What follows belongs to an exercise in optimizing a design on an open flow for small area; a production flow would make more cautious choices. Where RTL was checked, it was by simulation tests only, not by an equivalence proof against the original. No driver is modelled on the clock port, so clock power and skew are understated where the tree is cut down; a real chip needs a root buffer or a tree. No activity file was given, so power comes from the tool's default toggle rates.

==> flow/design.v (excerpt) <==
module led_driver(
 input clock,
 input rst,
 input [31:0] data,
 output [7:0] AN,
 output CA,
 output CB,
 output CC,
 output CD,
 output CE,
 output CF,
 output CG
 );
Size in the first run: about 120 cells after synthesis, ~49 I/O pins, about 950 um^2 of cells after synthesis.
==> module led_driver, before the edit <==
module led_driver(
 input clock,
 input rst,
 input [31:0] data,
 output [7:0] AN,
 output CA,
 output CB,
 output CC,
 output CD,
 output CE,
 output CF,
 output CG
 );
localparam [17:0] P = 18'h2aaaa;
localparam [17:0] R = 18'h08040;
reg [17:0] y;
wire [17:0] s = y ^ P;
wire z = (s[16:0] == 17'd0);
wire tick = z & ~s[17];
wire fb = s[17] ^ s[10] ^ z;
always @(posedge clock)
	if (rst)
		y <= R ^ P;
	else
		y <= {s[16:0], fb} ^ P;
localparam [2:0] CI = 3'd6;
reg [2:0] cnt;
wire [2:0] counter = cnt ^ CI;
always @(posedge clock)
	if (rst)
		cnt <= CI;
	else
		cnt <= (counter + {2'b00, tick}) ^ CI;
assign AN[0] = !((!counter[2])&(!counter[1])&(!counter[0]));
assign AN[1] = !((!counter[2])&(!counter[1])&(counter[0]));
assign AN[2] = !((!counter[2])&(counter[1])&(!counter[0]));
assign AN[3] = !((!counter[2])&(counter[1])&(counter[0]));
assign AN[4] = !((counter[2])&(!counter[1])&(!counter[0]));
assign AN[5] = !((counter[2])&(!counter[1])&(counter[0]));
assign AN[6] = !((counter[2])&(counter[1])&(!counter[0]));
assign AN[7] = !((counter[2])&(counter[1])&(counter[0]));
localparam [3:0] NI = 4'd0;
reg [3:0] nr;
always @(posedge clock) begin
	nr[0] <= NI[0] ^ (&(AN | {data[28], data[24], data[20], data[16], data[12], data[8], data[4], data[0]}));
	nr[1] <= NI[1] ^ (&(AN | {data[29], data[25], data[21], data[17], data[13], data[9], data[5], data[1]}));
	nr[2] <= NI[2] ^ (&(AN | {data[30], data[26], data[22], data[18], data[14], data[10], data[6], data[2]}));
	nr[3] <= NI[3] ^ (&(AN | {data[31], data[27], data[23], data[19], data[15], data[11], data[7], data[3]}));
end
wire [3:0] nib = nr ^ NI;
localparam [15:0] TA = 16'b0011100000010010;
localparam [15:0] TB = 16'b1101100001100000;
localparam [15:0] TC = 16'b1101000000000100;
localparam [15:0] TD = 16'b1000010010010010;
localparam [15:0] TE = 16'b0000001010111010;
localparam [15:0] TF = 16'b0011000010001110;
localparam [15:0] TG = 16'b0000000010000011;
assign {CA,CB,CC,CD,CE,CF,CG} = {TA[nib], TB[nib], TC[nib], TD[nib], TE[nib], TF[nib], TG[nib]};
endmodule
clock: 5.0 ns
lec_check: 0
cap_margin: 20
core_area: 2.5 2.5 60.5 60.5
die_area: 0 0 63 63
slew_margin: 20
standard.sh (not shown) runs the stock make flow with config.mk's settings and CLKGATE_MAP_FILE= SYNTH_SCRIPT=/design/flow/synth_recipe.tcl, a recipe that flattens the netlist after the stock synthesis.
==> flow/flow/run.sh <==
#!/bin/bash
# Own layout flow: the standard flow with
#  - synthesis mapped by the smallest of the mappings that flow/abc*.abc
#    (area-oriented ABC scripts) give, and no adder cell extraction
#    (ADDER_MAP_FILE empty),
#  - port buffers of the smallest buffer cell, buf_1,
#  - a clock tree of its own (flow/clktree.tcl): three clkbuf_4 buffers, each
#    driving a third of the flip-flops, driven straight from the clock port.
# Each step's full output goes to a log file in this folder.
set -euo pipefail
HERE=$(pwd)
export FLOW_ABC_DIR=$HERE/flow
{ head -n 1 synth_recipe.tcl; cat flow/abc_hook.tcl; tail -n +2 synth_recipe.tcl; } > flow_synth.tcl
export FLOW_CLK_GROUPS=3
export FLOW_CLK_BUF=sky130_fd_sc_hd__clkbuf_4
ARGS=(ADDER_MAP_FILE= "BUFFER_PORTS_ARGS=-buffer_cell sky130_fd_sc_hd__buf_1"
      PRE_CTS_TCL=$HERE/flow/clktree.tcl)
bash standard.sh SYNTH_SCRIPT=$HERE/flow_synth.tcl "${ARGS[@]}" synth > flow_synth.log 2>&1
bash standard.sh "${ARGS[@]}" finish > flow_finish.log 2>&1
Other scripts of this flow, unchanged in this note and not shown: flow/flow/abc0.abc, flow/flow/abc1.abc, flow/flow/abc2.abc, flow/flow/abc3.abc, flow/flow/abc4.abc, flow/flow/abc5.abc, flow/flow/abc6.abc, flow/flow/abc7.abc, flow/flow/abc_hook.tcl, flow/flow/clktree.tcl
Next try:
==> flow/design.v (replaced) <==
`timescale 1ns / 1ps
module led_driver(
 input clock,
 input rst,
 input [31:0] data,
 output [7:0] AN,
 output CA,
 output CB,
 output CC,
 output CD,
 output CE,
 output CF,
 output CG
 );
localparam [17:0] P = 18'b101010101010101010;
localparam [17:0] R = 18'h08040;
reg [17:0] y;
wire [17:0] s = y ^ P;
wire z = (s[16:0] == 17'd0);
wire tick = z & ~s[17];
wire fb = s[17] ^ s[10] ^ z;
always @(posedge clock)
	if (rst)
		y <= R ^ P;
	else
		y <= {s[16:0], fb} ^ P;
reg [2:0] counter;
always @(posedge clock)
	if (rst)
		counter <= 3'b000;
	else if (tick)
		counter <= counter + 3'd1;
assign AN[0] = !((!counter[2])&(!counter[1])&(!counter[0]));
assign AN[1] = !((!counter[2])&(!counter[1])&(counter[0]));
assign AN[2] = !((!counter[2])&(counter[1])&(!counter[0]));
assign AN[3] = !((!counter[2])&(counter[1])&(counter[0]));
assign AN[4] = !((counter[2])&(!counter[1])&(!counter[0]));
assign AN[5] = !((counter[2])&(!counter[1])&(counter[0]));
assign AN[6] = !((counter[2])&(counter[1])&(!counter[0]));
assign AN[7] = !((counter[2])&(counter[1])&(counter[0]));
reg [3:0] nib;
always @(posedge clock) begin
	nib[0] <= &(AN | {data[28], data[24], data[20], data[16], data[12], data[8], data[4], data[0]});
	nib[1] <= &(AN | {data[29], data[25], data[21], data[17], data[13], data[9], data[5], data[1]});
	nib[2] <= &(AN | {data[30], data[26], data[22], data[18], data[14], data[10], data[6], data[2]});
	nib[3] <= &(AN | {data[31], data[27], data[23], data[19], data[15], data[11], data[7], data[3]});
end
localparam [15:0] TA = 16'b0011100000010010;
localparam [15:0] TB = 16'b1101100001100000;
localparam [15:0] TC = 16'b1101000000000100;
localparam [15:0] TD = 16'b1000010010010010;
localparam [15:0] TE = 16'b0000001010111010;
localparam [15:0] TF = 16'b0011000010001110;
localparam [15:0] TG = 16'b0000000010000011;
wire [6:0] seg = {TA[nib], TB[nib], TC[nib], TD[nib], TE[nib], TF[nib], TG[nib]};
assign {CA,CB,CC,CD,CE,CF,CG} = seg;
endmodule
Outcome: Setup slack gets worse by 140 ps; maximum frequency falls by 5.2%; core utilization is about the same; via count falls by 3.4%; power is about the same; routed wire length falls by 6.2%; design area barely changes; first-iteration DRC count falls by 49%; hold slack gets worse by 7.5 ps; critical path depth does not change; combinational power falls by 6.9%.
Function not checked in the first run of this note: the RTL went through the layout flow alone. In every run of this note, the design's own scripts or RTL, not TritonCTS, make the clock network.

-- what the ideal ports hide --
No port has a modelled driver above. Below, the same layouts with a new extraction and two added sets of constraints. Step 1 assumes that a clkbuf_16 drives the clock port and a buf_2 every other input. Step 2 adds t to the input delays and takes it off the output delays; t is the mean of the earliest and latest rising clock arrival at the registers after step 1. Input paths then give back, and output paths get back, about the clock's delay inside the block. Slacks: no drivers / after step 1 / after step 2; pairs: no drivers / after step 1.
| run | t (ns) | slack for setup (ns) | pins driven straight from the clock port |
|---|---|---|---|
| the first run | 0.175 | 2.538 / 2.509 / 2.684 | 3 |
| the second run | 0.175 | 2.403 / 2.374 / 2.549 | 3 |
After both steps every run listed still meets setup and hold.
